What follows belongs to an exercise in optimizing a design on an open flow for small area and a short achievable clock period; a production flow would make more cautious choices. Function was checked by simulation only, so behaviour that the tests miss may differ from the original.

==> run a: inputs <==
==> flow/design.v (excerpt) <==
module Filter(clk, rst, in, out);
	input clk, rst;
	input signed [31:0] in;
	output wire signed [31:0] out;
	reg [31:0] v, w1, S;
	wire n_1;
	wire n_2;
	wire n_3;
	wire n_4;
	wire n_5;
	wire n_6;
	wire n_7;
	wire n_8;
	wire n_9;
	wire n_10;
	wire n_11;
	wire n_12;
	wire n_13;
	wire n_14;
	wire n_15;
	wire n_16;
	wire n_17;
	wire n_18;
	wire n_19;
	wire n_20;
	wire n_21;
	wire n_22;
	wire n_23;
	wire n_24;
	wire n_25;
	wire n_26;
	wire n_27;
	wire n_28;
	wire n_29;
	wire n_30;
	wire n_31;
	wire n_32;
	wire n_33;
	wire n_34;
	wire n_35;
	wire n_36;
	wire n_37;
	wire n_38;
	wire n_39;
	wire n_40;
	wire n_41;
	wire n_42;
	wire n_43;
	wire n_44;
	wire n_45;
	wire n_46;
	wire n_47;
	wire n_48;
	wire n_49;
	wire n_50;
	wire n_51;
	wire n_52;
	wire n_53;
	wire n_54;
	wire n_55;
	wire n_56;
	wire n_57;
	wire n_58;
	wire n_59;
	wire n_60;
	wire n_61;
	wire n_62;
	wire n_63;
	wire n_64;
	wire n_65;
	wire n_66;
	wire n_67;
	wire n_68;
	wire n_69;
	wire n_70;
	wire n_71;
	wire n_72;
	wire n_73;
	wire n_74;
	wire n_75;
	wire n_76;
	wire n_77;
	wire n_78;
	wire n_79;
	wire n_80;
	wire n_81;
	wire n_82;
	wire n_83;
	wire n_84;
	wire n_85;
	wire n_86;
	wire n_87;
	wire n_88;
	wire n_89;
	wire n_90;
	wire n_91;
	wire n_92;
	wire n_93;
	wire n_94;
	wire n_95;
	wire n_96;
	wire n_97;
  ...
make LEC_CHECK=0 CAP_MARGIN=20 CORE_MARGIN=2 CORE_UTILIZATION=40 SETUP_SLACK_MARGIN=5 SLEW_MARGIN=20 SYNTH_HIERARCHICAL=1 finish   # period 14.0 ns
run.sh (not shown) runs the stock make flow with config.mk's settings and CLKGATE_MAP_FILE= SYNTH_SCRIPT=/design/flow/synth_recipe.tcl, a recipe that flattens the netlist after the stock synthesis.
==> run b: changes against run a <==
==> flow/flow/run.sh (new file) <==
#!/bin/bash
set -euo pipefail
bash standard.sh "BUFFER_PORTS_ARGS=-buffer_cell sky130_fd_sc_hd__buf_2" RECOVER_POWER=20 finish > standard_flow.log 2>&1
==> flow/standard.sh (new file) <==
#!/bin/bash
# synth_recipe.tcl (not shown) runs the flow's synth.tcl, then flattens the netlist and writes it again
# the make line also repeats each setting of config.mk as NAME=value (left out here)
make -C /OpenROAD-flow-scripts/flow DESIGN_CONFIG=/design/flow/config.mk WORK_HOME=/design/flow/orfs CLKGATE_MAP_FILE= SYNTH_SCRIPT=/design/flow/synth_recipe.tcl "${@:-finish}"
removed: flow/run.sh
==> run notes <==
Run a ran to the end with no violations. Run b ran to the end with violations: capacitance limit, slew limit. Of run a and run b, run a has the higher via count (gap 0.42%, measured against run b). In run b the clock skew is lower than in run a, by 0.0035 ns. Between run a and run b, the lower cell count is in run b (gap 0.27%, measured against run b). Of run b and run a, run a has the higher utilization (gap 0.89 points). Of run a and run b, run a has the higher wire length (gap 0.64%, measured against run b). In synthesized cell count, run b and run a do not differ. Between run b and run a, the lower worst hold slack is in run a (gap 0.083 ns). Global-route usage is about the same in run a and run b. In area after synthesis, run a and run b do not differ.

========
==> harbor: inputs <==
Filter, a different RTL version from the one above (not shown whole).
export LEC_CHECK = 0
export CAP_MARGIN = 20
export CORE_MARGIN = 2
export CORE_UTILIZATION = 40
export SETUP_SLACK_MARGIN = 5
export SLEW_MARGIN = 20
export SYNTH_HIERARCHICAL = 1
create_clock -name core_clock -period 14.0 [get_ports {clk}]
Stock flow here: none of the scripts above is used.
==> nickel: changes against harbor <==
Settings changed: SETUP_SLACK_MARGIN 5 to 4.5.
==> comparison <==
- Via count: harbor is higher than nickel (1.4%).
- Area after synthesis is the same in harbor and nickel.
- In harbor the final area is higher than in nickel, by 2.5%.
- Non-clock buffer count: harbor is higher than nickel (42).
- Against nickel, the critical path depth of harbor is higher by 12.
==> figures <==
item                                                          harbor     nickel
Run status                                  timing/DRC/antenna clean  timing/DRC/antenna clean
Min-delay src                                                  v[30]      v[29]
CP Buf/Inv Count                                                   4          3
Maximum single-stage delay on the critical path              0.56 ns    0.60 ns
Met1 WL                                                      26.3 mm    26.5 mm
Fmax achieved                                              0.113 GHz  0.109 GHz
Routed wire length on met3                                   3.54 mm    2.95 mm
Portion of the layout cell area used by non-clock buffers      5.92%      4.57%
Multi-input combinational area share                           77.7%      78.8%
Fraction of area in registers                                  9.63%      9.80%
Final cycle utilization of the critical path                   63.2%      65.8%

========
==> inputs of 05-02 <==
Another version of the RTL of Filter (not shown whole).
==> flow/design.v (excerpt) <==
module Filter(clk, rst, in, out);
	input clk, rst;
	input signed [31:0] in;
	output wire signed [31:0] out;
	reg [31:0] v, w1, S;
	wire n_1;
	assign n_1 = 1'b0 ^ v[12];
	wire n_2;
	assign n_2 = 1'b0 | v[12];
	wire n_3;
	assign n_3 = v[13] ^ v[9];
	wire n_4;
	assign n_4 = v[13] | v[9];
	wire n_5;
	assign n_5 = v[14] ^ v[10];
	wire n_6;
	assign n_6 = v[14] | v[10];
	wire n_7;
	assign n_7 = v[15] ^ v[11];
	wire n_8;
	assign n_8 = v[15] | v[11];
	wire n_9;
	assign n_9 = v[16] ^ v[12];
	wire n_10;
	assign n_10 = v[16] | v[12];
	wire n_11;
	assign n_11 = v[17] ^ v[13];
	wire n_12;
	assign n_12 = v[17] | v[13];
	wire n_13;
	assign n_13 = v[18] ^ v[14];
	wire n_14;
	assign n_14 = v[18] | v[14];
	wire n_15;
	assign n_15 = v[19] ^ v[15];
	wire n_16;
	assign n_16 = v[19] | v[15];
	wire n_17;
	assign n_17 = v[20] ^ v[16];
	wire n_18;
	assign n_18 = v[20] | v[16];
	wire n_19;
	assign n_19 = v[21] ^ v[17];
	wire n_20;
	assign n_20 = v[21] | v[17];
	wire n_21;
	assign n_21 = v[22] ^ v[18];
	wire n_22;
	assign n_22 = v[22] | v[18];
	wire n_23;
	assign n_23 = v[23] ^ v[19];
	wire n_24;
	assign n_24 = v[23] | v[19];
	wire n_25;
	assign n_25 = v[24] ^ v[20];
	wire n_26;
	assign n_26 = v[24] | v[20];
	wire n_27;
	assign n_27 = 1'b0 ^ v[31] ^ v[25];
	wire n_28;
	assign n_28 = (1'b0 & v[31]) | (1'b0 & v[25]) | (v[31] & v[25]);
	wire n_29;
	assign n_29 = 1'b0 ^ v[26];
	wire n_30;
	assign n_30 = 1'b0 | v[26];
	wire n_31;
	assign n_31 = 1'b0 ^ v[27];
	wire n_32;
	assign n_32 = 1'b0 | v[27];
	wire n_33;
	assign n_33 = 1'b0 ^ v[28];
	wire n_34;
	assign n_34 = 1'b0 | v[28];
	wire n_35;
	assign n_35 = 1'b0 ^ v[29];
	wire n_36;
	assign n_36 = 1'b0 | v[29];
	wire n_37;
	assign n_37 = 1'b0 ^ v[30];
	wire n_38;
	assign n_38 = 1'b0 | v[30];
	wire n_39;
	assign n_39 = 1'b0 ^ v[7];
	wire n_40;
	assign n_40 = 1'b0 | v[7];
	wire n_41;
	assign n_41 = v[8] ^ v[4];
	wire n_42;
	assign n_42 = v[8] | v[4];
	wire n_43;
	assign n_43 = v[9] ^ v[5];
	wire n_44;
	assign n_44 = v[9] | v[5];
	wire n_45;
	wire n_46;
	FA un_45 (.a(v[10]), .b(v[6]), .c(v[3]), .s(n_45), .co(n_46));
	wire n_47;
	wire n_48;
	FA un_47 (.a(v[11]), .b(v[7]), .c(v[4]), .s(n_47), .co(n_48));
	wire n_49;
	wire n_50;
	FA un_49 (.a(v[8]), .b(v[5]), .c(v[0]), .s(n_49), .co(n_50));
	wire n_51;
  ...
==> flow/config.mk <==
export PLATFORM = sky130hd
export DESIGN_NAME = Filter
export DESIGN_NICKNAME = Filter
export VERILOG_FILES = /design/flow/design.v
export SDC_FILE = /design/flow/constraint.sdc
export NUM_CORES = 4
export LEC_CHECK = 0
export CAP_MARGIN = 20
export CORE_MARGIN = 2
export CORE_UTILIZATION = 60
export SETUP_SLACK_MARGIN = 5
export SLEW_MARGIN = 20
export SYNTH_HIERARCHICAL = 1
==> flow/constraint.sdc <==
create_clock -name core_clock -period 14.0 [get_ports {clk}]
set_input_delay 2.8000 -clock core_clock [delete_from_list [all_inputs] [get_ports {clk}]]
set_output_delay 2.8000 -clock core_clock [all_outputs]
set_load 0.01 [all_outputs]
==> 11-10: changes against 05-02 <==
- ABC_AREA: default -> 1
- CORE_UTILIZATION: 60 -> 40
==> notes <==
Against 11-10, the register-to-register slack of 05-02 is lower by 0.57 ns.
Sequential cell count is the same in 05-02 and 11-10.
Die area: 05-02 is smaller than 11-10 (about 40%).
Against 05-02, the first-iteration DRC count of 11-10 is higher by about 120%.

[re-timing with driven ports]
In the flow no input, the clock included, has a driving cell. The finished layouts below were timed again as built, in two steps. Step 1, drivers: a clkbuf_16 drives clk and a buf_2 each remaining input, both assumed. Step 2 adds t to the input delays and takes it off the output delays; t is the mean of the earliest and latest rising clock arrival at the registers after step 1. Input paths then give back, and output paths get back, about the clock's delay inside the block. Three values: ideal ports, drivers, drivers and shift; two values: the first two.
| run | t, ns | setup slack, ns | latest minus earliest clock arrival (ns) |
|---|---|---|---|
| run a | 0.448 | 5.232 / 5.177 / 5.238 | 0.013 / 0.013 |
| run b | 0.436 | 5.209 / 5.209 / 5.209 | 0.010 / 0.009 |
| harbor | 0.447 | 5.156 / 5.156 / 5.156 | 0.013 / 0.013 |
| nickel | 0.445 | 4.793 / 4.739 / 4.812 | 0.019 / 0.019 |
| 05-02 | 0.428 | 4.742 / 4.742 / 4.742 | 0.017 / 0.017 |
| 11-10 | 0.432 | 5.242 / 5.189 / 5.315 | 0.009 / 0.009 |
